From an optimization exercise on the open Yosys and OpenROAD flow, aimed at small area and a short achievable clock period; shortcuts taken in it are not production practice. Function not checked in this run: the RTL went through the layout flow alone. Power figures rest on the tool's default switching activity, not on a simulated workload.

### design/flow/design.v
module alu16(a, b, imm, asel, bsel, shift, op, out, z);
  input [15:0] a, b;
  input [4:0] imm;
  input asel, bsel;
  input [1:0] shift, op;
  output [15:0] out;
  output z;
  wire sel_b = ~bsel & ~shift[1] & ~shift[0];    
  wire sel_l = ~bsel & ~shift[1] & shift[0];     
  wire sel_r = ~bsel & shift[1];                 
  wire sel_bs = ~bsel & (shift == 2'b00 || shift == 2'b11);   
  wire sub = op[0];
  wire sub_n = ~op[0];
  wire asel_n = ~asel;
  wire arith_n = op[1];
  wire arith = ~op[1];
  wire pick_not_n = ~(op[1] & op[0]);
  wire pick_and_n = ~(op[1] & ~op[0]);
  wire [15:0] bin, ainx, pn, gn;
  wire bt0_0;
  wire bt0_1;
  wire bt0_2;
  wire bt1_0;
  wire bt1_1;
  wire bt1_2;
  wire bt1_3;
  wire bt2_0;
  wire bt2_1;
  wire bt2_2;
  wire bt2_3;
  wire bt3_0;
  wire bt3_1;
  wire bt3_2;
  wire bt3_3;
  wire bt4_0;
  wire bt4_1;
  wire bt4_2;
  wire bt4_3;
  wire bt5_0;
  wire bt5_1;
  wire bt5_2;
  wire bt6_0;
  wire bt6_1;
  wire bt6_2;
  wire bt7_0;
  wire bt7_1;
  wire bt7_2;
  wire bt8_0;
  wire bt8_1;
  wire bt8_2;
  wire bt9_0;
  wire bt9_1;
  wire bt9_2;
  wire bt10_0;
  wire bt10_1;
  wire bt10_2;
  wire bt11_0;
  wire bt11_1;
  wire bt11_2;
  wire bt12_0;
  wire bt12_1;
  wire bt12_2;
  wire bt13_0;
  wire bt13_1;
  wire bt13_2;
  wire bt14_0;
  wire bt14_1;
  wire bt14_2;
  wire bt15_0;
  wire bt15_1;
  wire an_0;
  wire an_1;
  wire an_2;
  wire an_3;
  wire an_4;
  wire an_5;
  wire an_6;
  wire an_7;
  wire an_8;
  wire an_9;
  wire an_10;
  wire an_11;
  wire an_12;
  wire an_13;
  wire an_14;
  wire an_15;
  wire g0n_0;
  wire p0n_0;
  wire g0n_1;
  wire p0n_1;
  wire g0n_2;
  wire p0n_2;
  wire g0n_3;
  wire p0n_3;
  wire g0n_4;
  wire p0n_4;
  wire g0n_5;
  wire p0n_5;
  wire g0n_6;
  wire p0n_6;
  wire g0n_7;
  wire p0n_7;
  wire g0n_8;
  wire p0n_8;
  wire g0n_9;
  wire p0n_9;
  wire g0n_10;
  wire p0n_10;
  wire g0n_11;
  wire p0n_11;
  wire g0n_12;
  wire p0n_12;
  wire g0n_13;
  wire p0n_13;
  wire g0n_14;
  wire p0n_14;
  wire g0n_15;
  wire p0n_15;
  wire g1_1;
  wire g1_3;
  wire pp1_3;
  wire g1_5;
  wire pp1_5;
  wire g1_7;
  wire pp1_7;
  wire g1_9;
  wire pp1_9;
  wire g1_11;
  wire pp1_11;
  wire g1_13;
  wire pp1_13;
  wire g1_15;
  wire pp1_15;
  wire g0n_2_i;
  wire p0n_2_i;
  wire g2_2;
  wire g2_3;
  wire g0n_6_i;
  wire p0n_6_i;
  wire g2_6;
  wire pp2_6;
  wire g2_7;
  wire pp2_7;
  wire g0n_10_i;
  wire p0n_10_i;
  wire g2_10;
  wire pp2_10;
  wire g2_11;
  wire pp2_11;
  wire g0n_14_i;
  wire p0n_14_i;
  wire g2_14;
  wire pp2_14;
  wire g2_15;
  wire pp2_15;
  wire g3_4;
  wire g1_5_i;
  wire pp1_5_i;
  wire g3_5;
  wire g3_6;
  wire g3_7;
  wire g3_12;
  wire pp3_12;
  wire g1_13_i;
  wire pp1_13_i;
  wire g3_13;
  wire pp3_13;
  wire g3_14;
  wire pp3_14;
  wire g3_15;
  wire pp3_15;
  wire g0n_8_i;
  wire p0n_8_i;
  wire g4_8;
  wire g4_9;
  wire g2_10_i;
  wire pp2_10_i;
  wire g4_10;
  wire g2_11_i;
  wire pp2_11_i;
  wire g4_11;
  wire g4_12;
  wire g4_13;
  wire g4_14;
  wire g4_15;
  wire q_0;
  wire sn_0;
  wire tn_0;
  wire q_1;
  wire sn_1;
  wire tn_1;
  wire q_2;
  wire sn_2;
  wire tn_2;
  wire q_3;
  wire sn_3;
  wire tn_3;
  wire q_4;
  wire sn_4;
  wire tn_4;
  wire q_5;
  wire sn_5;
  wire tn_5;
  wire q_6;
  wire sn_6;
  wire tn_6;
  wire q_7;
  wire sn_7;
  wire tn_7;
  wire q_8;
  wire sn_8;
  wire tn_8;
  wire q_9;
  wire sn_9;
  wire tn_9;
  wire q_10;
  wire sn_10;
  wire tn_10;
  wire q_11;
  wire sn_11;
  wire tn_11;
  wire q_12;
  wire sn_12;
  wire tn_12;
  wire q_13;
  wire sn_13;
  wire tn_13;
  wire q_14;
  wire sn_14;
  wire tn_14;
  wire q_15;
  wire sn_15;
  wire tn_15;
  wire kn_0;
  wire e_0;
  wire kn_1;
  wire e_1;
  wire kn_2;
  wire e_2;
  wire kn_3;
  wire e_3;
  wire kn_4;
  wire e_4;
  wire kn_5;
  wire e_5;
  wire kn_6;
  wire e_6;
  wire kn_7;
  wire e_7;
  wire kn_8;
  wire e_8;
  wire kn_9;
  wire e_9;
  wire kn_10;
  wire e_10;
  wire kn_11;
  wire e_11;
  wire kn_12;
  wire e_12;
  wire kn_13;
  wire e_13;
  wire kn_14;
  wire e_14;
  wire kn_15;
  wire e_15;
  wire za_q0;
  wire za_q1;
  wire za_q2;
  wire za_q3;
  wire za_h0;
  wire za_h1;
  wire za_n;
  wire zl_q0;
  wire zl_q1;
  wire zl_q2;
  wire zl_q3;
  wire zl_h0;
  wire zl_h1;
  wire zl_n;
  c_nand2 u1(.a(sel_b), .b(b[0]), .y(bt0_0));
  c_nand2 u2(.a(sel_r), .b(b[1]), .y(bt0_1));
  c_nand2 u3(.a(bsel), .b(imm[0]), .y(bt0_2));
  c_nand3 u4(.a(bt0_0), .b(bt0_1), .c(bt0_2), .y(bin[0]));
  c_nand2 u5(.a(sel_b), .b(b[1]), .y(bt1_0));
  c_nand2 u6(.a(sel_l), .b(b[0]), .y(bt1_1));
  c_nand2 u7(.a(sel_r), .b(b[2]), .y(bt1_2));
  c_nand2 u8(.a(bsel), .b(imm[1]), .y(bt1_3));
  c_nand4 u9(.a(bt1_0), .b(bt1_1), .c(bt1_2), .d(bt1_3), .y(bin[1]));
  c_nand2 u10(.a(sel_b), .b(b[2]), .y(bt2_0));
  c_nand2 u11(.a(sel_l), .b(b[1]), .y(bt2_1));
  c_nand2 u12(.a(sel_r), .b(b[3]), .y(bt2_2));
  c_nand2 u13(.a(bsel), .b(imm[2]), .y(bt2_3));
  c_nand4 u14(.a(bt2_0), .b(bt2_1), .c(bt2_2), .d(bt2_3), .y(bin[2]));
  c_nand2 u15(.a(sel_b), .b(b[3]), .y(bt3_0));
  c_nand2 u16(.a(sel_l), .b(b[2]), .y(bt3_1));
  c_nand2 u17(.a(sel_r), .b(b[4]), .y(bt3_2));
  c_nand2 u18(.a(bsel), .b(imm[3]), .y(bt3_3));
  c_nand4 u19(.a(bt3_0), .b(bt3_1), .c(bt3_2), .d(bt3_3), .y(bin[3]));
  c_nand2 u20(.a(sel_b), .b(b[4]), .y(bt4_0));
  c_nand2 u21(.a(sel_l), .b(b[3]), .y(bt4_1));
  c_nand2 u22(.a(sel_r), .b(b[5]), .y(bt4_2));
  c_nand2 u23(.a(bsel), .b(imm[4]), .y(bt4_3));
  c_nand4 u24(.a(bt4_0), .b(bt4_1), .c(bt4_2), .d(bt4_3), .y(bin[4]));
  c_nand2 u25(.a(sel_b), .b(b[5]), .y(bt5_0));
  c_nand2 u26(.a(sel_l), .b(b[4]), .y(bt5_1));
  c_nand2 u27(.a(sel_r), .b(b[6]), .y(bt5_2));
  c_nand3 u28(.a(bt5_0), .b(bt5_1), .c(bt5_2), .y(bin[5]));
  c_nand2 u29(.a(sel_b), .b(b[6]), .y(bt6_0));
  c_nand2 u30(.a(sel_l), .b(b[5]), .y(bt6_1));
  c_nand2 u31(.a(sel_r), .b(b[7]), .y(bt6_2));
  c_nand3 u32(.a(bt6_0), .b(bt6_1), .c(bt6_2), .y(bin[6]));
  c_nand2 u33(.a(sel_b), .b(b[7]), .y(bt7_0));
  c_nand2 u34(.a(sel_l), .b(b[6]), .y(bt7_1));
  c_nand2 u35(.a(sel_r), .b(b[8]), .y(bt7_2));
  c_nand3 u36(.a(bt7_0), .b(bt7_1), .c(bt7_2), .y(bin[7]));
  c_nand2 u37(.a(sel_b), .b(b[8]), .y(bt8_0));
  c_nand2 u38(.a(sel_l), .b(b[7]), .y(bt8_1));
  c_nand2 u39(.a(sel_r), .b(b[9]), .y(bt8_2));
  c_nand3 u40(.a(bt8_0), .b(bt8_1), .c(bt8_2), .y(bin[8]));
  c_nand2 u41(.a(sel_b), .b(b[9]), .y(bt9_0));
  c_nand2 u42(.a(sel_l), .b(b[8]), .y(bt9_1));
  c_nand2 u43(.a(sel_r), .b(b[10]), .y(bt9_2));
  c_nand3 u44(.a(bt9_0), .b(bt9_1), .c(bt9_2), .y(bin[9]));
  c_nand2 u45(.a(sel_b), .b(b[10]), .y(bt10_0));
  c_nand2 u46(.a(sel_l), .b(b[9]), .y(bt10_1));
  c_nand2 u47(.a(sel_r), .b(b[11]), .y(bt10_2));
  c_nand3 u48(.a(bt10_0), .b(bt10_1), .c(bt10_2), .y(bin[10]));
  c_nand2 u49(.a(sel_b), .b(b[11]), .y(bt11_0));
  c_nand2 u50(.a(sel_l), .b(b[10]), .y(bt11_1));
  c_nand2 u51(.a(sel_r), .b(b[12]), .y(bt11_2));
  c_nand3 u52(.a(bt11_0), .b(bt11_1), .c(bt11_2), .y(bin[11]));
  c_nand2 u53(.a(sel_b), .b(b[12]), .y(bt12_0));
  c_nand2 u54(.a(sel_l), .b(b[11]), .y(bt12_1));
  c_nand2 u55(.a(sel_r), .b(b[13]), .y(bt12_2));
  c_nand3 u56(.a(bt12_0), .b(bt12_1), .c(bt12_2), .y(bin[12]));
  c_nand2 u57(.a(sel_b), .b(b[13]), .y(bt13_0));
  c_nand2 u58(.a(sel_l), .b(b[12]), .y(bt13_1));
  c_nand2 u59(.a(sel_r), .b(b[14]), .y(bt13_2));
  c_nand3 u60(.a(bt13_0), .b(bt13_1), .c(bt13_2), .y(bin[13]));
  c_nand2 u61(.a(sel_b), .b(b[14]), .y(bt14_0));
  c_nand2 u62(.a(sel_l), .b(b[13]), .y(bt14_1));
  c_nand2 u63(.a(sel_r), .b(b[15]), .y(bt14_2));
  c_nand3 u64(.a(bt14_0), .b(bt14_1), .c(bt14_2), .y(bin[14]));
  c_nand2 u65(.a(sel_bs), .b(b[15]), .y(bt15_0));
  c_nand2 u66(.a(sel_l), .b(b[14]), .y(bt15_1));
  c_nand2 u67(.a(bt15_0), .b(bt15_1), .y(bin[15]));
  c_nand2 u68(.a(a[0]), .b(asel_n), .y(an_0));
  c_xnor2 u69(.a(an_0), .b(sub), .y(ainx[0]));
  c_nand2 u70(.a(a[1]), .b(asel_n), .y(an_1));
  c_xnor2 u71(.a(an_1), .b(sub), .y(ainx[1]));
  c_nand2 u72(.a(a[2]), .b(asel_n), .y(an_2));
  c_xnor2 u73(.a(an_2), .b(sub), .y(ainx[2]));
  c_nand2 u74(.a(a[3]), .b(asel_n), .y(an_3));
  c_xnor2 u75(.a(an_3), .b(sub), .y(ainx[3]));
  c_nand2 u76(.a(a[4]), .b(asel_n), .y(an_4));
  c_xnor2 u77(.a(an_4), .b(sub), .y(ainx[4]));
  c_nand2 u78(.a(a[5]), .b(asel_n), .y(an_5));
  c_xnor2 u79(.a(an_5), .b(sub), .y(ainx[5]));
  c_nand2 u80(.a(a[6]), .b(asel_n), .y(an_6));
  c_xnor2 u81(.a(an_6), .b(sub), .y(ainx[6]));
  c_nand2 u82(.a(a[7]), .b(asel_n), .y(an_7));
  c_xnor2 u83(.a(an_7), .b(sub), .y(ainx[7]));
  c_nand2 u84(.a(a[8]), .b(asel_n), .y(an_8));
  c_xnor2 u85(.a(an_8), .b(sub), .y(ainx[8]));
  c_nand2 u86(.a(a[9]), .b(asel_n), .y(an_9));
  c_xnor2 u87(.a(an_9), .b(sub), .y(ainx[9]));
  c_nand2 u88(.a(a[10]), .b(asel_n), .y(an_10));
  c_xnor2 u89(.a(an_10), .b(sub), .y(ainx[10]));
  c_nand2 u90(.a(a[11]), .b(asel_n), .y(an_11));
  c_xnor2 u91(.a(an_11), .b(sub), .y(ainx[11]));
  c_nand2 u92(.a(a[12]), .b(asel_n), .y(an_12));
  c_xnor2 u93(.a(an_12), .b(sub), .y(ainx[12]));
  c_nand2 u94(.a(a[13]), .b(asel_n), .y(an_13));
  c_xnor2 u95(.a(an_13), .b(sub), .y(ainx[13]));
  c_nand2 u96(.a(a[14]), .b(asel_n), .y(an_14));
  c_xnor2 u97(.a(an_14), .b(sub), .y(ainx[14]));
  c_nand2 u98(.a(a[15]), .b(asel_n), .y(an_15));
  c_xnor2 u99(.a(an_15), .b(sub), .y(ainx[15]));
  c_nand2 u100(.a(ainx[0]), .b(bin[0]), .y(g0n_0));
  c_xnor2 u101(.a(ainx[0]), .b(bin[0]), .y(p0n_0));
  assign pn[0] = p0n_0;
  assign gn[0] = g0n_0;
  c_nand2 u102(.a(ainx[1]), .b(bin[1]), .y(g0n_1));
  c_xnor2 u103(.a(ainx[1]), .b(bin[1]), .y(p0n_1));
  assign pn[1] = p0n_1;
  assign gn[1] = g0n_1;
  c_nand2 u104(.a(ainx[2]), .b(bin[2]), .y(g0n_2));
  c_xnor2 u105(.a(ainx[2]), .b(bin[2]), .y(p0n_2));
  assign pn[2] = p0n_2;
  assign gn[2] = g0n_2;
  c_nand2 u106(.a(ainx[3]), .b(bin[3]), .y(g0n_3));
  c_xnor2 u107(.a(ainx[3]), .b(bin[3]), .y(p0n_3));
  assign pn[3] = p0n_3;
  assign gn[3] = g0n_3;
  c_nand2 u108(.a(ainx[4]), .b(bin[4]), .y(g0n_4));
  c_xnor2 u109(.a(ainx[4]), .b(bin[4]), .y(p0n_4));
  assign pn[4] = p0n_4;
  assign gn[4] = g0n_4;
  c_nand2 u110(.a(ainx[5]), .b(bin[5]), .y(g0n_5));
  c_xnor2 u111(.a(ainx[5]), .b(bin[5]), .y(p0n_5));
  assign pn[5] = p0n_5;
  assign gn[5] = g0n_5;
  c_nand2 u112(.a(ainx[6]), .b(bin[6]), .y(g0n_6));
  c_xnor2 u113(.a(ainx[6]), .b(bin[6]), .y(p0n_6));
  assign pn[6] = p0n_6;
  assign gn[6] = g0n_6;
  c_nand2 u114(.a(ainx[7]), .b(bin[7]), .y(g0n_7));
  c_xnor2 u115(.a(ainx[7]), .b(bin[7]), .y(p0n_7));
  assign pn[7] = p0n_7;
  assign gn[7] = g0n_7;
  c_nand2 u116(.a(ainx[8]), .b(bin[8]), .y(g0n_8));
  c_xnor2 u117(.a(ainx[8]), .b(bin[8]), .y(p0n_8));
  assign pn[8] = p0n_8;
  assign gn[8] = g0n_8;
  c_nand2 u118(.a(ainx[9]), .b(bin[9]), .y(g0n_9));
  c_xnor2 u119(.a(ainx[9]), .b(bin[9]), .y(p0n_9));
  assign pn[9] = p0n_9;
  assign gn[9] = g0n_9;
  c_nand2 u120(.a(ainx[10]), .b(bin[10]), .y(g0n_10));
  c_xnor2 u121(.a(ainx[10]), .b(bin[10]), .y(p0n_10));
  assign pn[10] = p0n_10;
  assign gn[10] = g0n_10;
  c_nand2 u122(.a(ainx[11]), .b(bin[11]), .y(g0n_11));
  c_xnor2 u123(.a(ainx[11]), .b(bin[11]), .y(p0n_11));
  assign pn[11] = p0n_11;
  assign gn[11] = g0n_11;
  c_nand2 u124(.a(ainx[12]), .b(bin[12]), .y(g0n_12));
  c_xnor2 u125(.a(ainx[12]), .b(bin[12]), .y(p0n_12));
  assign pn[12] = p0n_12;
  assign gn[12] = g0n_12;
  c_nand2 u126(.a(ainx[13]), .b(bin[13]), .y(g0n_13));
  c_xnor2 u127(.a(ainx[13]), .b(bin[13]), .y(p0n_13));
  assign pn[13] = p0n_13;
  assign gn[13] = g0n_13;
  c_nand2 u128(.a(ainx[14]), .b(bin[14]), .y(g0n_14));
  c_xnor2 u129(.a(ainx[14]), .b(bin[14]), .y(p0n_14));
  assign pn[14] = p0n_14;
  assign gn[14] = g0n_14;
  c_nand2 u130(.a(ainx[15]), .b(bin[15]), .y(g0n_15));
  c_xnor2 u131(.a(ainx[15]), .b(bin[15]), .y(p0n_15));
  assign pn[15] = p0n_15;
  assign gn[15] = g0n_15;
  c_oai21 u132(.a1(p0n_1), .a2(g0n_0), .b1(g0n_1), .y(g1_1));
  c_oai21 u133(.a1(p0n_3), .a2(g0n_2), .b1(g0n_3), .y(g1_3));
  c_nor2 u134(.a(p0n_3), .b(p0n_2), .y(pp1_3));
  c_oai21 u135(.a1(p0n_5), .a2(g0n_4), .b1(g0n_5), .y(g1_5));
  c_nor2 u136(.a(p0n_5), .b(p0n_4), .y(pp1_5));
  c_oai21 u137(.a1(p0n_7), .a2(g0n_6), .b1(g0n_7), .y(g1_7));
  c_nor2 u138(.a(p0n_7), .b(p0n_6), .y(pp1_7));
  c_oai21 u139(.a1(p0n_9), .a2(g0n_8), .b1(g0n_9), .y(g1_9));
  c_nor2 u140(.a(p0n_9), .b(p0n_8), .y(pp1_9));
  c_oai21 u141(.a1(p0n_11), .a2(g0n_10), .b1(g0n_11), .y(g1_11));
  c_nor2 u142(.a(p0n_11), .b(p0n_10), .y(pp1_11));
  c_oai21 u143(.a1(p0n_13), .a2(g0n_12), .b1(g0n_13), .y(g1_13));
  c_nor2 u144(.a(p0n_13), .b(p0n_12), .y(pp1_13));
  c_oai21 u145(.a1(p0n_15), .a2(g0n_14), .b1(g0n_15), .y(g1_15));
  c_nor2 u146(.a(p0n_15), .b(p0n_14), .y(pp1_15));
  c_inv u147(.a(g0n_2), .y(g0n_2_i));
  c_inv u148(.a(p0n_2), .y(p0n_2_i));
  c_aoi21 u149(.a1(p0n_2_i), .a2(g1_1), .b1(g0n_2_i), .y(g2_2));
  c_aoi21 u150(.a1(pp1_3), .a2(g1_1), .b1(g1_3), .y(g2_3));
  c_inv u151(.a(g0n_6), .y(g0n_6_i));
  c_inv u152(.a(p0n_6), .y(p0n_6_i));
  c_aoi21 u153(.a1(p0n_6_i), .a2(g1_5), .b1(g0n_6_i), .y(g2_6));
  c_nand2 u154(.a(p0n_6_i), .b(pp1_5), .y(pp2_6));
  c_aoi21 u155(.a1(pp1_7), .a2(g1_5), .b1(g1_7), .y(g2_7));
  c_nand2 u156(.a(pp1_7), .b(pp1_5), .y(pp2_7));
  c_inv u157(.a(g0n_10), .y(g0n_10_i));
  c_inv u158(.a(p0n_10), .y(p0n_10_i));
  c_aoi21 u159(.a1(p0n_10_i), .a2(g1_9), .b1(g0n_10_i), .y(g2_10));
  c_nand2 u160(.a(p0n_10_i), .b(pp1_9), .y(pp2_10));
  c_aoi21 u161(.a1(pp1_11), .a2(g1_9), .b1(g1_11), .y(g2_11));
  c_nand2 u162(.a(pp1_11), .b(pp1_9), .y(pp2_11));
  c_inv u163(.a(g0n_14), .y(g0n_14_i));
  c_inv u164(.a(p0n_14), .y(p0n_14_i));
  c_aoi21 u165(.a1(p0n_14_i), .a2(g1_13), .b1(g0n_14_i), .y(g2_14));
  c_nand2 u166(.a(p0n_14_i), .b(pp1_13), .y(pp2_14));
  c_aoi21 u167(.a1(pp1_15), .a2(g1_13), .b1(g1_15), .y(g2_15));
  c_nand2 u168(.a(pp1_15), .b(pp1_13), .y(pp2_15));
  c_oai21 u169(.a1(p0n_4), .a2(g2_3), .b1(g0n_4), .y(g3_4));
  c_inv u170(.a(g1_5), .y(g1_5_i));
  c_inv u171(.a(pp1_5), .y(pp1_5_i));
  c_oai21 u172(.a1(pp1_5_i), .a2(g2_3), .b1(g1_5_i), .y(g3_5));
  c_oai21 u173(.a1(pp2_6), .a2(g2_3), .b1(g2_6), .y(g3_6));
  c_oai21 u174(.a1(pp2_7), .a2(g2_3), .b1(g2_7), .y(g3_7));
  c_oai21 u175(.a1(p0n_12), .a2(g2_11), .b1(g0n_12), .y(g3_12));
  c_nor2 u176(.a(p0n_12), .b(pp2_11), .y(pp3_12));
  c_inv u177(.a(g1_13), .y(g1_13_i));
  c_inv u178(.a(pp1_13), .y(pp1_13_i));
  c_oai21 u179(.a1(pp1_13_i), .a2(g2_11), .b1(g1_13_i), .y(g3_13));
  c_nor2 u180(.a(pp1_13_i), .b(pp2_11), .y(pp3_13));
  c_oai21 u181(.a1(pp2_14), .a2(g2_11), .b1(g2_14), .y(g3_14));
  c_nor2 u182(.a(pp2_14), .b(pp2_11), .y(pp3_14));
  c_oai21 u183(.a1(pp2_15), .a2(g2_11), .b1(g2_15), .y(g3_15));
  c_nor2 u184(.a(pp2_15), .b(pp2_11), .y(pp3_15));
  c_inv u185(.a(g0n_8), .y(g0n_8_i));
  c_inv u186(.a(p0n_8), .y(p0n_8_i));
  c_aoi21 u187(.a1(p0n_8_i), .a2(g3_7), .b1(g0n_8_i), .y(g4_8));
  c_aoi21 u188(.a1(pp1_9), .a2(g3_7), .b1(g1_9), .y(g4_9));
  c_inv u189(.a(g2_10), .y(g2_10_i));
  c_inv u190(.a(pp2_10), .y(pp2_10_i));
  c_aoi21 u191(.a1(pp2_10_i), .a2(g3_7), .b1(g2_10_i), .y(g4_10));
  c_inv u192(.a(g2_11), .y(g2_11_i));
  c_inv u193(.a(pp2_11), .y(pp2_11_i));
  c_aoi21 u194(.a1(pp2_11_i), .a2(g3_7), .b1(g2_11_i), .y(g4_11));
  c_aoi21 u195(.a1(pp3_12), .a2(g3_7), .b1(g3_12), .y(g4_12));
  c_aoi21 u196(.a1(pp3_13), .a2(g3_7), .b1(g3_13), .y(g4_13));
  c_aoi21 u197(.a1(pp3_14), .a2(g3_7), .b1(g3_14), .y(g4_14));
  c_aoi21 u198(.a1(pp3_15), .a2(g3_7), .b1(g3_15), .y(g4_15));
  c_xnor2 u199(.a(pn[0]), .b(sub), .y(q_0));
  c_inv u200(.a(q_0), .y(sn_0));
  c_o22a u201(.a1(pick_not_n), .a2(bin[0]), .b1(pick_and_n), .b2(gn[0]), .y(tn_0));
  c_oai21 u202(.a1(sn_0), .a2(arith_n), .b1(tn_0), .y(out[0]));
  c_xnor2 u203(.a(pn[1]), .b(sub), .y(q_1));
  c_xor2 u204(.a(q_1), .b(g0n_0), .y(sn_1));
  c_o22a u205(.a1(pick_not_n), .a2(bin[1]), .b1(pick_and_n), .b2(gn[1]), .y(tn_1));
  c_oai21 u206(.a1(sn_1), .a2(arith_n), .b1(tn_1), .y(out[1]));
  c_xnor2 u207(.a(pn[2]), .b(sub), .y(q_2));
  c_xnor2 u208(.a(q_2), .b(g1_1), .y(sn_2));
  c_o22a u209(.a1(pick_not_n), .a2(bin[2]), .b1(pick_and_n), .b2(gn[2]), .y(tn_2));
  c_oai21 u210(.a1(sn_2), .a2(arith_n), .b1(tn_2), .y(out[2]));
  c_xnor2 u211(.a(pn[3]), .b(sub), .y(q_3));
  c_xor2 u212(.a(q_3), .b(g2_2), .y(sn_3));
  c_o22a u213(.a1(pick_not_n), .a2(bin[3]), .b1(pick_and_n), .b2(gn[3]), .y(tn_3));
  c_oai21 u214(.a1(sn_3), .a2(arith_n), .b1(tn_3), .y(out[3]));
  c_xnor2 u215(.a(pn[4]), .b(sub), .y(q_4));
  c_xor2 u216(.a(q_4), .b(g2_3), .y(sn_4));
  c_o22a u217(.a1(pick_not_n), .a2(bin[4]), .b1(pick_and_n), .b2(gn[4]), .y(tn_4));
  c_oai21 u218(.a1(sn_4), .a2(arith_n), .b1(tn_4), .y(out[4]));
  c_xnor2 u219(.a(pn[5]), .b(sub), .y(q_5));
  c_xnor2 u220(.a(q_5), .b(g3_4), .y(sn_5));
  c_o22a u221(.a1(pick_not_n), .a2(bin[5]), .b1(pick_and_n), .b2(gn[5]), .y(tn_5));
  c_oai21 u222(.a1(sn_5), .a2(arith_n), .b1(tn_5), .y(out[5]));
  c_xnor2 u223(.a(pn[6]), .b(sub), .y(q_6));
  c_xnor2 u224(.a(q_6), .b(g3_5), .y(sn_6));
  c_o22a u225(.a1(pick_not_n), .a2(bin[6]), .b1(pick_and_n), .b2(gn[6]), .y(tn_6));
  c_oai21 u226(.a1(sn_6), .a2(arith_n), .b1(tn_6), .y(out[6]));
  c_xnor2 u227(.a(pn[7]), .b(sub), .y(q_7));
  c_xnor2 u228(.a(q_7), .b(g3_6), .y(sn_7));
  c_o22a u229(.a1(pick_not_n), .a2(bin[7]), .b1(pick_and_n), .b2(gn[7]), .y(tn_7));
  c_oai21 u230(.a1(sn_7), .a2(arith_n), .b1(tn_7), .y(out[7]));
  c_xnor2 u231(.a(pn[8]), .b(sub), .y(q_8));
  c_xnor2 u232(.a(q_8), .b(g3_7), .y(sn_8));
  c_o22a u233(.a1(pick_not_n), .a2(bin[8]), .b1(pick_and_n), .b2(gn[8]), .y(tn_8));
  c_oai21 u234(.a1(sn_8), .a2(arith_n), .b1(tn_8), .y(out[8]));
  c_xnor2 u235(.a(pn[9]), .b(sub), .y(q_9));
  c_xor2 u236(.a(q_9), .b(g4_8), .y(sn_9));
  c_o22a u237(.a1(pick_not_n), .a2(bin[9]), .b1(pick_and_n), .b2(gn[9]), .y(tn_9));
  c_oai21 u238(.a1(sn_9), .a2(arith_n), .b1(tn_9), .y(out[9]));
  c_xnor2 u239(.a(pn[10]), .b(sub), .y(q_10));
  c_xor2 u240(.a(q_10), .b(g4_9), .y(sn_10));
  c_o22a u241(.a1(pick_not_n), .a2(bin[10]), .b1(pick_and_n), .b2(gn[10]), .y(tn_10));
  c_oai21 u242(.a1(sn_10), .a2(arith_n), .b1(tn_10), .y(out[10]));
  c_xnor2 u243(.a(pn[11]), .b(sub), .y(q_11));
  c_xor2 u244(.a(q_11), .b(g4_10), .y(sn_11));
  c_o22a u245(.a1(pick_not_n), .a2(bin[11]), .b1(pick_and_n), .b2(gn[11]), .y(tn_11));
  c_oai21 u246(.a1(sn_11), .a2(arith_n), .b1(tn_11), .y(out[11]));
  c_xnor2 u247(.a(pn[12]), .b(sub), .y(q_12));
  c_xor2 u248(.a(q_12), .b(g4_11), .y(sn_12));
  c_o22a u249(.a1(pick_not_n), .a2(bin[12]), .b1(pick_and_n), .b2(gn[12]), .y(tn_12));
  c_oai21 u250(.a1(sn_12), .a2(arith_n), .b1(tn_12), .y(out[12]));
  c_xnor2 u251(.a(pn[13]), .b(sub), .y(q_13));
  c_xor2 u252(.a(q_13), .b(g4_12), .y(sn_13));
  c_o22a u253(.a1(pick_not_n), .a2(bin[13]), .b1(pick_and_n), .b2(gn[13]), .y(tn_13));
  c_oai21 u254(.a1(sn_13), .a2(arith_n), .b1(tn_13), .y(out[13]));
  c_xnor2 u255(.a(pn[14]), .b(sub), .y(q_14));
  c_xor2 u256(.a(q_14), .b(g4_13), .y(sn_14));
  c_o22a u257(.a1(pick_not_n), .a2(bin[14]), .b1(pick_and_n), .b2(gn[14]), .y(tn_14));
  c_oai21 u258(.a1(sn_14), .a2(arith_n), .b1(tn_14), .y(out[14]));
  c_xnor2 u259(.a(pn[15]), .b(sub), .y(q_15));
  c_xor2 u260(.a(q_15), .b(g4_14), .y(sn_15));
  c_o22a u261(.a1(pick_not_n), .a2(bin[15]), .b1(pick_and_n), .b2(gn[15]), .y(tn_15));
  c_oai21 u262(.a1(sn_15), .a2(arith_n), .b1(tn_15), .y(out[15]));
  assign kn_0 = sub_n;
  c_xnor2 u263(.a(pn[0]), .b(kn_0), .y(e_0));
  c_nor3 u264(.a(sub), .b(ainx[0]), .c(bin[0]), .y(kn_1));
  c_xnor2 u265(.a(pn[1]), .b(kn_1), .y(e_1));
  c_nor3 u266(.a(sub), .b(ainx[1]), .c(bin[1]), .y(kn_2));
  c_xnor2 u267(.a(pn[2]), .b(kn_2), .y(e_2));
  c_nor3 u268(.a(sub), .b(ainx[2]), .c(bin[2]), .y(kn_3));
  c_xnor2 u269(.a(pn[3]), .b(kn_3), .y(e_3));
  c_nor3 u270(.a(sub), .b(ainx[3]), .c(bin[3]), .y(kn_4));
  c_xnor2 u271(.a(pn[4]), .b(kn_4), .y(e_4));
  c_nor3 u272(.a(sub), .b(ainx[4]), .c(bin[4]), .y(kn_5));
  c_xnor2 u273(.a(pn[5]), .b(kn_5), .y(e_5));
  c_nor3 u274(.a(sub), .b(ainx[5]), .c(bin[5]), .y(kn_6));
  c_xnor2 u275(.a(pn[6]), .b(kn_6), .y(e_6));
  c_nor3 u276(.a(sub), .b(ainx[6]), .c(bin[6]), .y(kn_7));
  c_xnor2 u277(.a(pn[7]), .b(kn_7), .y(e_7));
  c_nor3 u278(.a(sub), .b(ainx[7]), .c(bin[7]), .y(kn_8));
  c_xnor2 u279(.a(pn[8]), .b(kn_8), .y(e_8));
  c_nor3 u280(.a(sub), .b(ainx[8]), .c(bin[8]), .y(kn_9));
  c_xnor2 u281(.a(pn[9]), .b(kn_9), .y(e_9));
  c_nor3 u282(.a(sub), .b(ainx[9]), .c(bin[9]), .y(kn_10));
  c_xnor2 u283(.a(pn[10]), .b(kn_10), .y(e_10));
  c_nor3 u284(.a(sub), .b(ainx[10]), .c(bin[10]), .y(kn_11));
  c_xnor2 u285(.a(pn[11]), .b(kn_11), .y(e_11));
  c_nor3 u286(.a(sub), .b(ainx[11]), .c(bin[11]), .y(kn_12));
  c_xnor2 u287(.a(pn[12]), .b(kn_12), .y(e_12));
  c_nor3 u288(.a(sub), .b(ainx[12]), .c(bin[12]), .y(kn_13));
  c_xnor2 u289(.a(pn[13]), .b(kn_13), .y(e_13));
  c_nor3 u290(.a(sub), .b(ainx[13]), .c(bin[13]), .y(kn_14));
  c_xnor2 u291(.a(pn[14]), .b(kn_14), .y(e_14));
  c_nor3 u292(.a(sub), .b(ainx[14]), .c(bin[14]), .y(kn_15));
  c_xnor2 u293(.a(pn[15]), .b(kn_15), .y(e_15));
  c_nand4 u294(.a(e_0), .b(e_1), .c(e_2), .d(e_3), .y(za_q0));
  c_nand4 u295(.a(e_4), .b(e_5), .c(e_6), .d(e_7), .y(za_q1));
  c_nand4 u296(.a(e_8), .b(e_9), .c(e_10), .d(e_11), .y(za_q2));
  c_nand4 u297(.a(e_12), .b(e_13), .c(e_14), .d(e_15), .y(za_q3));
  c_nor2 u298(.a(za_q0), .b(za_q1), .y(za_h0));
  c_nor2 u299(.a(za_q2), .b(za_q3), .y(za_h1));
  c_nand3 u300(.a(za_h0), .b(za_h1), .c(arith), .y(za_n));
  c_nand4 u301(.a(tn_0), .b(tn_1), .c(tn_2), .d(tn_3), .y(zl_q0));
  c_nand4 u302(.a(tn_4), .b(tn_5), .c(tn_6), .d(tn_7), .y(zl_q1));
  c_nand4 u303(.a(tn_8), .b(tn_9), .c(tn_10), .d(tn_11), .y(zl_q2));
  c_nand4 u304(.a(tn_12), .b(tn_13), .c(tn_14), .d(tn_15), .y(zl_q3));
  c_nor2 u305(.a(zl_q0), .b(zl_q1), .y(zl_h0));
  c_nor2 u306(.a(zl_q2), .b(zl_q3), .y(zl_h1));
  c_nand3 u307(.a(zl_h0), .b(zl_h1), .c(op[1]), .y(zl_n));
  c_nand2 u308(.a(za_n), .b(zl_n), .y(z));
endmodule
module datapath(datapath_in, vsel, writenum, write, readnum, clk, loada, loadb, shift, asel, bsel, ALUop, loadc, loads, datapath_out, Z_out);
  input write, clk, loada, loadb, vsel, asel, bsel, loadc, loads;
  input [1:0] shift, ALUop;
  input [2:0] writenum, readnum;
  input [15:0] datapath_in;
  output [15:0] datapath_out;
  output Z_out;
  reg [15:0] R0, R1, R2, R3, R4, R5, R6, R7;
  reg [15:0] A, B, C;
  reg S;
  wire [15:0] wdata = vsel ? datapath_in : C;
  always @(posedge clk) begin
    if (write && writenum == 3'd0) R0 <= wdata;
    if (write && writenum == 3'd1) R1 <= wdata;
    if (write && writenum == 3'd2) R2 <= wdata;
    if (write && writenum == 3'd3) R3 <= wdata;
    if (write && writenum == 3'd4) R4 <= wdata;
    if (write && writenum == 3'd5) R5 <= wdata;
    if (write && writenum == 3'd6) R6 <= wdata;
    if (write && writenum == 3'd7) R7 <= wdata;
  end
  wire [7:0] rsel = 8'b1 << readnum;
  wire [15:0] rdata;
  genvar i;
  generate
    for (i = 0; i < 16; i = i + 1) begin : rd
      read_bit u(.r({R7[i], R6[i], R5[i], R4[i], R3[i], R2[i], R1[i], R0[i]}), .s(rsel), .q(rdata[i]));
    end
  endgenerate
  always @(posedge clk) begin
    if (loada) A <= rdata;
    if (loadb) B <= rdata;
  end
  wire [15:0] alu_out;
  wire Z;
  alu16 u_alu(.a(A), .b(B), .imm(datapath_in[4:0]), .asel(asel), .bsel(bsel), .shift(shift),
              .op(ALUop), .out(alu_out), .z(Z));
  always @(posedge clk) begin
    if (loadc) C <= alu_out;
    if (loads) S <= Z;
  end
  assign datapath_out = C;
  assign Z_out = S;
endmodule
module read_bit(r, s, q);
  input [7:0] r, s;
  output q;
  assign q = |(r & s);
endmodule
module c_inv(a, y);
  input a;
  output y;
  assign y = ~a;
endmodule
module c_nand2(a, b, y);
  input a, b;
  output y;
  assign y = ~(a & b);
endmodule
module c_nand3(a, b, c, y);
  input a, b, c;
  output y;
  assign y = ~(a & b & c);
endmodule
module c_nand4(a, b, c, d, y);
  input a, b, c, d;
  output y;
  assign y = ~(a & b & c & d);
endmodule
module c_nor2(a, b, y);
  input a, b;
  output y;
  assign y = ~(a | b);
endmodule
module c_xor2(a, b, y);
  input a, b;
  output y;
  assign y = a ^ b;
endmodule
module c_xnor2(a, b, y);
  input a, b;
  output y;
  assign y = ~(a ^ b);
endmodule
module c_aoi21(a1, a2, b1, y);
  input a1, a2, b1;
  output y;
  assign y = ~((a1 & a2) | b1);
endmodule
module c_oai21(a1, a2, b1, y);
  input a1, a2, b1;
  output y;
  assign y = ~((a1 | a2) & b1);
endmodule
module c_o22a(a1, a2, b1, b2, y);
  input a1, a2, b1, b2;
  output y;
  assign y = (a1 | a2) & (b1 | b2);
endmodule
module c_nor4(a, b, c, d, y);
  input a, b, c, d;
  output y;
  assign y = ~(a | b | c | d);
endmodule
module c_nor3(a, b, c, y);
  input a, b, c;
  output y;
  assign y = ~(a | b | c);
endmodule
### design/flow/constraint.sdc
create_clock -name core_clock -period 5.0 [get_ports {clk}]
set_input_delay 1.0000 -clock core_clock [delete_from_list [all_inputs] [get_ports {clk}]]
set_output_delay 1.0000 -clock core_clock [all_outputs]
set_load 0.01 [all_outputs]
### design/flow/config.mk
export PLATFORM = sky130hd
export DESIGN_NAME = datapath
export DESIGN_NICKNAME = datapath
export VERILOG_FILES = /design/flow/design.v
export SDC_FILE = /design/flow/constraint.sdc
export NUM_CORES = 4
export LEC_CHECK = 0
export CAP_MARGIN = 20
export CORE_MARGIN = 2
export CORE_UTILIZATION = 65
export SETUP_SLACK_MARGIN = 2.6
export SLEW_MARGIN = 20
export SYNTH_HIERARCHICAL = 1
export SYNTH_MINIMUM_KEEP_SIZE = 0
### design/flow/flow/run.sh
#!/bin/bash
# Layout flow: the standard flow (standard.sh, unchanged synthesis) with
# smaller port buffers and no dummy clock loads. Each tool's full output
# stays in orfs/logs/; make's own output goes to flow_make.log here.
set -euo pipefail
bash standard.sh \
  "BUFFER_PORTS_ARGS=-buffer_cell sky130_fd_sc_hd__buf_2" \
  "CTS_ARGS=-sink_clustering_enable -repair_clock_nets -dont_use_dummy_load" \
  finish > flow_make.log 2>&1
### design/flow/standard.sh
#!/bin/bash
# synth_recipe.tcl (not shown) runs the flow's synth.tcl, then flattens the netlist and writes it again
# the make line also repeats each setting of config.mk as NAME=value (left out here)
make -C /OpenROAD-flow-scripts/flow DESIGN_CONFIG=/design/flow/config.mk WORK_HOME=/design/flow/orfs CLKGATE_MAP_FILE= SYNTH_SCRIPT=/design/flow/synth_recipe.tcl "${@:-finish}"
==> impl_metrics.csv <==
group,metric,value,unit
placed_design,hpwl,12.20,mm
worst_setup_path,worst_setup_path_end_kind,"register",
timing,max_slew_margin,36.81,%
floorplanning,initial_utilization,67.33,%
worst_setup_path,ff2ff_path_depth,10,
placed_design,io_buffers,51,
worst_setup_path,criticalPathCategory,"primary input to register",
layout,diodes,0,
yosys,syn_inst,602,
timing,fin_tns_setup,0,ns
global_route,overflow,0,
routing,drt-total-wl,20.70,mm
timing,slew_violations,0,
worst_setup_path,r2r-end,"C[10]",
floorplanning,io_pins,52,
routing,drc,0,
layout,area_delta_synth_final,24.63,%
layout,drive_above_1_share,35.21,%
placed_design,place_inst,830,
cts,cts_buffers,17,
routing,dr.first_iter.drc_count,826,
power_and_ir_drop,p_leak,3.686,nW
timing,rsz0062_at_grt,"yes",
worst_setup_path,arrival,3.01,ns
worst_setup_path,crit_slowest_cell,"xnor2_2",
worst_setup_path,critPathMaxFanout,8,
worst_setup_path,worstSetupStartpointType,"primary input",
cts,clock_sinks,177,
worst_setup_path,worst_ep_required_time,5.14,ns
outcome,status,"finished clean",
worst_setup_path,r2r_start,"B[2]",
cts,clockBufferDepth,2,
worst_setup_path,worstSetupEndpoint,"C[10]",
routing,postRouteAntennaNets,0,
routing,via_count,5769,
cts,cts_tree,"yes",
floorplanning,die_area,13510,um2
global_route,grt_max_degree,30,
global_route,grt_usage,31.03,%
timing,max_freq,348.5,MHz
cts,hold_buffers,0,
power_and_ir_drop,ir_drop,318.8,uV
power_and_ir_drop,power_density,358.7,nW/um2
job,cap_violations,0,
placed_design,place_ws,1.376,ns
worst_setup_path,critPathBufInv,3,
worst_setup_path,critPathTopFamily,"compound AO/OA/AOI/OAI gates",
global_route,grt_pass1_vias,5619,
yosys,ys_types,27,
cts,cts.clk_slew.worst_paths,0.06,ns
routing,first_pass_iters,6,
layout,nNetsFinal,767,
timing,worst_slack,2.130,ns
worst_setup_path,crit_cells,13,
global_route,antenna_found_initial,0,
timing,hold_viol,0,
floorplanning,rows,40,
layout,layout_commonest_cell,"edfxtp_1",
routing,wl_per_cell,23.05,um
routing,viasPerCell,6.424,
timing,setup_violations,0,
yosys,yosys_warnings,7,
worst_setup_path,reg2reg_slack,2.64,ns
cts,htree_levels,4,
global_route,grt_pass1_wl,30.30,mm
yosys,avgSynthCellArea,13.60,um2
layout,nFillCells,613,
floorplanning,core,12160,um2
yosys,syn_area,8188,um2
yosys,ys_seq_area_share,64.91,%
timing,finalCriticalPeriod,2.870,ns
cts,clockRootBuffer,"clkbuf_16",
cts,clock_latency,0.43,ns
floorplanning,die_h,116.2,um
worst_hold_path,min_path_type,"register to register",
timing,tightestPinTransition,0.9471,ns
floorplanning,die_width,116.2,um
worst_setup_path,worstSetupStartpoint,"shift[0]",
timing,fin_crit_sh,57.39,%
worst_setup_path,cp_cell_sequence,"buf_8 -> nor3b_4 -> buf_6 -> nand2_2 -> nand4_1 -> xnor2_2 -> o21ai_2 -> a21oi_4 -> o21ai_4 -> buf_12 -> a21oi_2 -> xor2_1 -> o21ai_1",
yosys,ys_ff_latch,177,
layout,final_cells,898,
worst_setup_path,slowest_delay,0.34,ns
placed_design,gp_congestion,0.8798,
layout,most-common-layout-cells,"edfxtp_1 (177), nand2_1 (83), a22oi_1 (64)",
timing,final.setup_skew,0.02632,ns
yosys,synth_nets,637,
[metal layers]
layer,wire length (um),GRT usage (%)
met1,8062,41.35
met2,10470,51.71
met3,1616,5.916
met4,544,11.19
met5,0,0
[worst min-delay path by stage]
stage          slack (ns)  startpoint  endpoint  cells after the start
2_1_floorplan        0.54       R6[0]      A[0]                      2
3_3_place_gp         0.56       R6[7]      A[7]                      2
3_5_place_dp         0.58       R6[9]      A[9]                      2
4_1_cts              0.57       R6[7]      A[7]                      2
5_1_grt              0.63       R6[3]      B[3]                      2
6_report             0.57       R6[7]      A[7]                      2
[timing repair]
item / CTS / global route
setup endpoints to repair: 17 / 15
cloned: 1 / 1
pin swaps: 29 / 15
buffers inserted: 39 / 10
gates resized for setup: 55 / 31
[Yosys stat by module, one instance, submodules excluded, excerpt]
module / cell area [um2] / cells inside
c_oai21: 5.005 / 1
c_nor2: 3.754 / 1
alu16: 50.05 / 10
c_nand2: 3.754 / 1
c_xnor2: 8.758 / 1
c_o22a: 8.758 / 1
c_nand4: 6.256 / 1
c_nand3: 5.005 / 1
c_aoi21: 8.758 / 1
read_bit: 36.28 / 5
c_xor2: 8.758 / 1
c_inv: 3.754 / 1
[report_power, final]
part / switching [W] / internal [W] / total [W]
clock: 0.000459 / 0.000589 / 0.00105
sequential: 0.0000386 / 0.00175 / 0.00179
combinational: 0.000463 / 0.000358 / 0.000821
[per-stage QoR]
stage | util [%] | power (W) | area (um2) | hold slack, ns
2_1_floorplan | - | 0.002238 | 8403 | 0.5393
4_1_cts | 82.05 | 0.003574 | 9978 | 0.5740
6_report | 83.91 | 0.003661 | 10200 | 0.5722
3_3_place_gp | 73.47 | 0.002403 | 8935 | 0.5564
5_1_grt | 83.91 | 0.003769 | 10200 | 0.6305
3_5_place_dp | 73.47 | 0.002422 | 8935 | 0.5778
[Yosys cell counts (all sizes together)]
cell / n / share of area [%]
nor2b: 1 / 0.076
xnor2: 69 / 7.4
edfxtp: 177 / 65
o21ai: 30 / 1.8
nor4bb: 2 / 0.24
nor3b: 4 / 0.37
nor4b: 1 / 0.11
nor2: 14 / 0.64
mux2: 16 / 2.7
a21oi: 14 / 1.5
and4: 1 / 0.11
nand3: 13 / 0.79
o22a: 16 / 1.7
nor3: 17 / 2.0
buf: 2 / 0.38
inv: 22 / 1.0
a22oi: 64 / 5.9
nand2: 92 / 4.2
xor2: 11 / 1.2
and3: 1 / 0.076
and4b: 3 / 0.37
and3b: 3 / 0.32
and4bb: 1 / 0.15
nand4: 28 / 2.1
[worst reg2reg max path, delay by kind of cell, from the launching register on]
family,cells,cell delay (ns)
compound gates,5,0.64
xor+xnor,2,0.52
buf+inv,1,0.16
flops,1,0.43
simple gates,2,0.34
[final cells by class]
class / instances / area, um2 / area share (%)
clock buffer: 17 / 425.4 / 4.169
multi-input combinational: 401 / 3359 / 32.92
tap: 168 / 210.2 / 2.060
sequential: 177 / 5315 / 52.08
inverter: 22 / 86.33 / 0.8460
timing repair buffer: 112 / 800.8 / 7.847
timing repair inverter: 1 / 7.507 / 0.07357
[cell families after synthesis]
| kind of cell | Yosys count | share of synthesized area, % |
|---|---|---|
| mux | 16 | 2.659 |
| buf+inv | 24 | 1.391 |
| flops | 177 | 64.91 |
| compound gates | 124 | 10.91 |
| simple gates | 181 | 11.57 |
| xor+xnor | 80 | 8.557 |

## afterwards: timing with drivers on the ports
How much do the figures lean on ideal ports? The routed layout below was timed once more, with nothing changed but the port constraints. Step 1 sets driving cells, clkbuf_16 on the clock port and buf_2 on the other inputs (assumed; they add their load-dependent delay and slew). Step 2, shift: input delay + t, output delay - t, t = (earliest + latest rising clock arrival at the registers) / 2. This alone moves slack from input paths to output paths. a / b / c = no drivers / after step 1 / after step 2; a / b = the first two.
shift t [ns]: 0.458
setup WS [ns]: 2.130 / 2.128 / 1.670
hold WS [ns]: 0.572 / 0.572 / 0.572
worst setup path at the end: input to register
worst slew at a driven data input, ns: 0.06
After both steps this run still meets setup and hold. For this run, drivers alone change the setup slack by -0.002 ns; drivers and shift together by -0.460 ns.
